What follows belongs to an exercise in optimizing a design on an open flow for small area, a short achievable clock period and few clock cycles; a production flow would make more cautious choices.
The clock port is modelled as an ideal driver, which makes a skipped or thinned clock tree look cheaper than it is; a real chip needs a root buffer or a tree.
No activity file was given, so power comes from the tool's default toggle rates.

==> flow/design.v <==
`timescale 1ns/10ps
module ELA(clk, rst, in_data, data_rd, req, wen, addr, data_wr, done);
	input				clk;
	input				rst;
	input		[7:0]	in_data;
	input		[7:0]	data_rd;
	output				req;
	output	reg			wen;
	output	reg	[9:0]	addr;
	output	reg	[7:0]	data_wr;	 
	output				done;
	reg			interp, fin;
	reg			s_rb, s_w;	 
	reg	[7:0]	x;	 
	reg	[7:0]	y;	 
	reg	[7:0]	pp;	 
	reg	[7:0]	q;	 
	reg	[7:0]	r;	 
	reg	[7:0]	dreg, areg;	 
	reg	[7:0]	m;			 
	wire s_rt = ~s_rb & ~s_w;
	assign req  = ~interp;
	assign done = fin;
	wire [8:0] ix = {addr[9:6], addr[4:0]};
	wire [8:0] kst = {s_rb, s_rb, s_rb, s_rt & interp, s_rb, s_rb, s_rb,
			s_rb | s_w, s_w | ~interp & wen};
	function [8:0] add9;
		input [8:0] u, v;
		integer j; reg c;
		begin
			c = 1'b0;
			for (j = 0; j < 9; j = j + 1) begin
				add9[j] = u[j] ^ v[j] ^ c;
				c = (u[j] & v[j]) | (c & (u[j] ^ v[j]));
			end
		end
	endfunction
	wire [8:0] i_next = add9(ix, kst);
	wire [7:0] d_xy, a_xy;
	ELA_pair u_pair(.x(x), .y(y), .d(d_xy), .a(a_xy));
	always @(posedge clk) begin
		dreg <= d_xy;
		areg <= a_xy;
	end
	wire edge_col = (ix[4:0] == 5'd1) || (ix[4:0] == 5'd2);
	wire le;
	ELA_le8 u_le(.v(dreg), .u(m), .le(le));
	wire take = s_w | le | (s_rb & edge_col);
	always @(posedge clk) begin
		if (take)
			m <= dreg;
		if (!interp)
			data_wr <= in_data;
		else if (take)
			data_wr <= areg;
	end
	always @(posedge clk or posedge rst) begin
		if (rst) begin
			interp <= 1'b0;
			fin <= 1'b0;
			s_rb <= 1'b0;
			s_w <= 1'b0;
			wen <= 1'b0;
			addr <= 10'd0;
		end else if (fin) begin
			wen <= 1'b0;
		end else begin
			addr <= {i_next[8:5], interp & s_rb, i_next[4:0]};
			if (!interp) begin
				wen <= ~(wen & (&ix));
				if (wen & (&ix))
					interp <= 1'b1;
			end else begin
				s_rb <= s_rt;
				s_w <= s_rb;
				wen <= s_rb & (ix[8:1] != 8'd16);
				if (s_rb && ix == 9'd1)
					fin <= 1'b1;
			end
		end
	end
	always @(posedge clk) begin
		if (s_rt) begin
			x <= y; y <= data_rd; r <= x;
		end else if (s_rb) begin
			x <= r; y <= data_rd; r <= pp; pp <= y;
		end else begin
			x <= r; y <= q; q <= y; r <= pp;
		end
	end
endmodule
module ELA_le8(v, u, le);
	input	[7:0]	v, u;
	output			le;
	wire [7:0] g = v & ~u;
	wire [7:0] e = ~(v ^ u);
	wire g10 = g[1] | e[1] & g[0], e10 = e[1] & e[0];
	wire g32 = g[3] | e[3] & g[2], e32 = e[3] & e[2];
	wire g54 = g[5] | e[5] & g[4], e54 = e[5] & e[4];
	wire g76 = g[7] | e[7] & g[6], e76 = e[7] & e[6];
	wire g30 = g32 | e32 & g10;
	wire g74 = g76 | e76 & g54, e74 = e76 & e54;
	assign le = ~(g74 | e74 & g30);
endmodule
module ELA_pair(x, y, d, a);
	input	[7:0]	x, y;
	output	reg	[7:0]	d, a;
	reg [7:0] g, e, G1, E1, G2, E2, G3, E3, bo, bo2;
	reg [7:0] g2, p2, H1, Q1, H2, Q2, H3, Q3;
	integer i;
	always @(*) begin
		g = x & ~y;
		e = ~(x ^ y);
		for (i = 0; i < 8; i = i + 1)
			if (i % 2 == 1) begin G1[i] = g[i] | e[i] & g[i-1]; E1[i] = e[i] & e[i-1]; end
			else begin G1[i] = g[i]; E1[i] = e[i]; end
		for (i = 0; i < 8; i = i + 1)
			if (i % 4 >= 2) begin G2[i] = G1[i] | E1[i] & G1[(i/4)*4+1]; E2[i] = E1[i] & E1[(i/4)*4+1]; end
			else begin G2[i] = G1[i]; E2[i] = E1[i]; end
		for (i = 0; i < 8; i = i + 1)
			if (i >= 4) begin G3[i] = G2[i] | E2[i] & G2[3]; E3[i] = E2[i] & E2[3]; end
			else begin G3[i] = G2[i]; E3[i] = E2[i]; end
		bo  = {~(G3[6:0] | E3[6:0]), 1'b0};
		bo2 = {G3[6:0], 1'b0};
		d = G3[7] ? (~e ^ bo) : (~e ^ bo2);
		g2 = x & y; p2 = x ^ y;
		for (i = 0; i < 8; i = i + 1)
			if (i % 2 == 1) begin H1[i] = g2[i] | p2[i] & g2[i-1]; Q1[i] = p2[i] & p2[i-1]; end
			else begin H1[i] = g2[i]; Q1[i] = p2[i]; end
		for (i = 0; i < 8; i = i + 1)
			if (i % 4 >= 2) begin H2[i] = H1[i] | Q1[i] & H1[(i/4)*4+1]; Q2[i] = Q1[i] & Q1[(i/4)*4+1]; end
			else begin H2[i] = H1[i]; Q2[i] = Q1[i]; end
		for (i = 0; i < 8; i = i + 1)
			if (i >= 4) begin H3[i] = H2[i] | Q2[i] & H2[3]; Q3[i] = Q2[i] & Q2[3]; end
			else begin H3[i] = H2[i]; Q3[i] = Q2[i]; end
		a = {H3[7], p2[7:1] ^ H3[6:0]};
		end
endmodule
Settings: LEC_CHECK=0, CAP_MARGIN=20, CORE_MARGIN=2, CORE_UTILIZATION=60, SETUP_SLACK_MARGIN=4.85, SLEW_MARGIN=20, SYNTH_HIERARCHICAL=1; clock period 7.0 ns.
standard.sh (not shown) runs the stock make flow with config.mk's settings and CLKGATE_MAP_FILE= SYNTH_SCRIPT=/design/flow/synth_recipe.tcl, a recipe that flattens the netlist after the stock synthesis.
==> flow/flow/run.sh <==
#!/bin/bash
# Layout flow: the standard ORFS flow, with these changes:
#  - synthesis does not extract full/half adder cells (ADDER_MAP_FILE empty),
#    so ABC maps all of the arithmetic itself;
#  - the port buffers are sky130_fd_sc_hd__buf_1 cells;
#  - the clock tree is one level: the clock port drives four clkbuf_16 cells,
#    one per quarter of the flip-flops (flow/cts.tcl replaces ORFS's cts.tcl,
#    with clock_tree_synthesis replaced by that buffering).
set -euo pipefail
rm -rf scripts_mod
cp -r "$FLOW_HOME/scripts" scripts_mod
cp flow/cts.tcl scripts_mod/cts.tcl
bash standard.sh ADDER_MAP_FILE= \
  "BUFFER_PORTS_ARGS=-buffer_cell sky130_fd_sc_hd__buf_1" \
  "SCRIPTS_DIR=$PWD/scripts_mod" \
  finish > make_finish.log 2>&1
Other scripts of this flow, unchanged in this note and not shown: flow/flow/cts.tcl
The starting point went through all stages and came out clean.
==> next run, changes <==
--- a/flow/design.v
+++ b/flow/design.v
@@ -37,7 +37,8 @@
 	endfunction
 	wire [8:0] i_next = add9(ix, kst);
 	wire [7:0] d_xy, a_xy;
-	ELA_pair u_pair(.x(x), .y(y), .d(d_xy), .a(a_xy));
+	ELA_absd u_absd(.x(x), .y(y), .d(d_xy));
+	ELA_avg u_avg(.x(x), .y(y), .a(a_xy));
 	always @(posedge clk) begin
 		dreg <= d_xy;
 		areg <= a_xy;
@@ -61,11 +62,9 @@
 			s_rb <= 1'b0;
 			s_w <= 1'b0;
 			wen <= 1'b0;
-			addr <= 10'd0;
 		end else if (fin) begin
 			wen <= 1'b0;
 		end else begin
-			addr <= {i_next[8:5], interp & s_rb, i_next[4:0]};
 			if (!interp) begin
 				wen <= ~(wen & (&ix));
 				if (wen & (&ix))
@@ -79,6 +78,8 @@
 			end
 		end
 	end
+	always @(posedge clk)
+		addr <= (interp | wen) ? {i_next[8:5], interp & s_rb, i_next[4:0]} : 10'd0;
 	always @(posedge clk) begin
 		if (s_rt) begin
 			x <= y; y <= data_rd; r <= x;
@@ -102,11 +103,10 @@
 	wire g74 = g76 | e76 & g54, e74 = e76 & e54;
 	assign le = ~(g74 | e74 & g30);
 endmodule
-module ELA_pair(x, y, d, a);
+module ELA_absd(x, y, d);
 	input	[7:0]	x, y;
-	output	reg	[7:0]	d, a;
+	output	reg	[7:0]	d;
 	reg [7:0] g, e, G1, E1, G2, E2, G3, E3, bo, bo2;
-	reg [7:0] g2, p2, H1, Q1, H2, Q2, H3, Q3;
 	integer i;
 	always @(*) begin
 		g = x & ~y;
@@ -123,16 +123,24 @@
 		bo  = {~(G3[6:0] | E3[6:0]), 1'b0};
 		bo2 = {G3[6:0], 1'b0};
 		d = G3[7] ? (~e ^ bo) : (~e ^ bo2);
-		g2 = x & y; p2 = x ^ y;
+	end
+endmodule
+module ELA_avg(x, y, a);
+	input	[7:0]	x, y;
+	output	reg	[7:0]	a;
+	reg [7:0] g, p, G1, P1, G2, P2, G3, P3;
+	integer i;
+	always @(*) begin
+		g = x & y; p = x ^ y;
 		for (i = 0; i < 8; i = i + 1)
-			if (i % 2 == 1) begin H1[i] = g2[i] | p2[i] & g2[i-1]; Q1[i] = p2[i] & p2[i-1]; end
-			else begin H1[i] = g2[i]; Q1[i] = p2[i]; end
+			if (i % 2 == 1) begin G1[i] = g[i] | p[i] & g[i-1]; P1[i] = p[i] & p[i-1]; end
+			else begin G1[i] = g[i]; P1[i] = p[i]; end
 		for (i = 0; i < 8; i = i + 1)
-			if (i % 4 >= 2) begin H2[i] = H1[i] | Q1[i] & H1[(i/4)*4+1]; Q2[i] = Q1[i] & Q1[(i/4)*4+1]; end
-			else begin H2[i] = H1[i]; Q2[i] = Q1[i]; end
+			if (i % 4 >= 2) begin G2[i] = G1[i] | P1[i] & G1[(i/4)*4+1]; P2[i] = P1[i] & P1[(i/4)*4+1]; end
+			else begin G2[i] = G1[i]; P2[i] = P1[i]; end
 		for (i = 0; i < 8; i = i + 1)
-			if (i >= 4) begin H3[i] = H2[i] | Q2[i] & H2[3]; Q3[i] = Q2[i] & Q2[3]; end
-			else begin H3[i] = H2[i]; Q3[i] = Q2[i]; end
-		a = {H3[7], p2[7:1] ^ H3[6:0]};
-		end
+			if (i >= 4) begin G3[i] = G2[i] | P2[i] & G2[3]; P3[i] = P2[i] & P2[3]; end
+			else begin G3[i] = G2[i]; P3[i] = P2[i]; end
+		a = {G3[7], p[7:1] ^ G3[6:0]};
+	end
 endmodule
Result: Flip-flop and latch count is unchanged. Synthesized area climbs by 2.9%. Clock power stays flat. Critical path depth falls by 5. First-iteration DRC count rises by about 6%. Via count grows by about 8%.
Function was not checked in any run of this note: the RTL went through the layout flow alone. In every run of this note, the design's own scripts or RTL, not TritonCTS, make the clock network.

port drivers added, routing unchanged:
The results above use ideal ports. As a check the final layouts listed here were re-extracted and re-timed, cells and wires unchanged.
Step 1 sets driving cells, clkbuf_16 on the clock port and buf_2 on the other inputs (assumed; they add their load-dependent delay and slew).
Step 2 also shifts input and output timing later by t, the mid clock arrival at the registers, as if the neighbouring blocks saw the same clock.
a / b / c = ideal / step 1 / step 2; a / b = the first two.
run | t, ns | setup WS [ns] | pins driven straight from the clock port
the first run | 0.218 | 4.655 / 4.655 / 4.655 | 4
the second run | 0.227 | 4.763 / 4.686 / 4.914 | 4
After both steps every run listed still meets setup and hold.
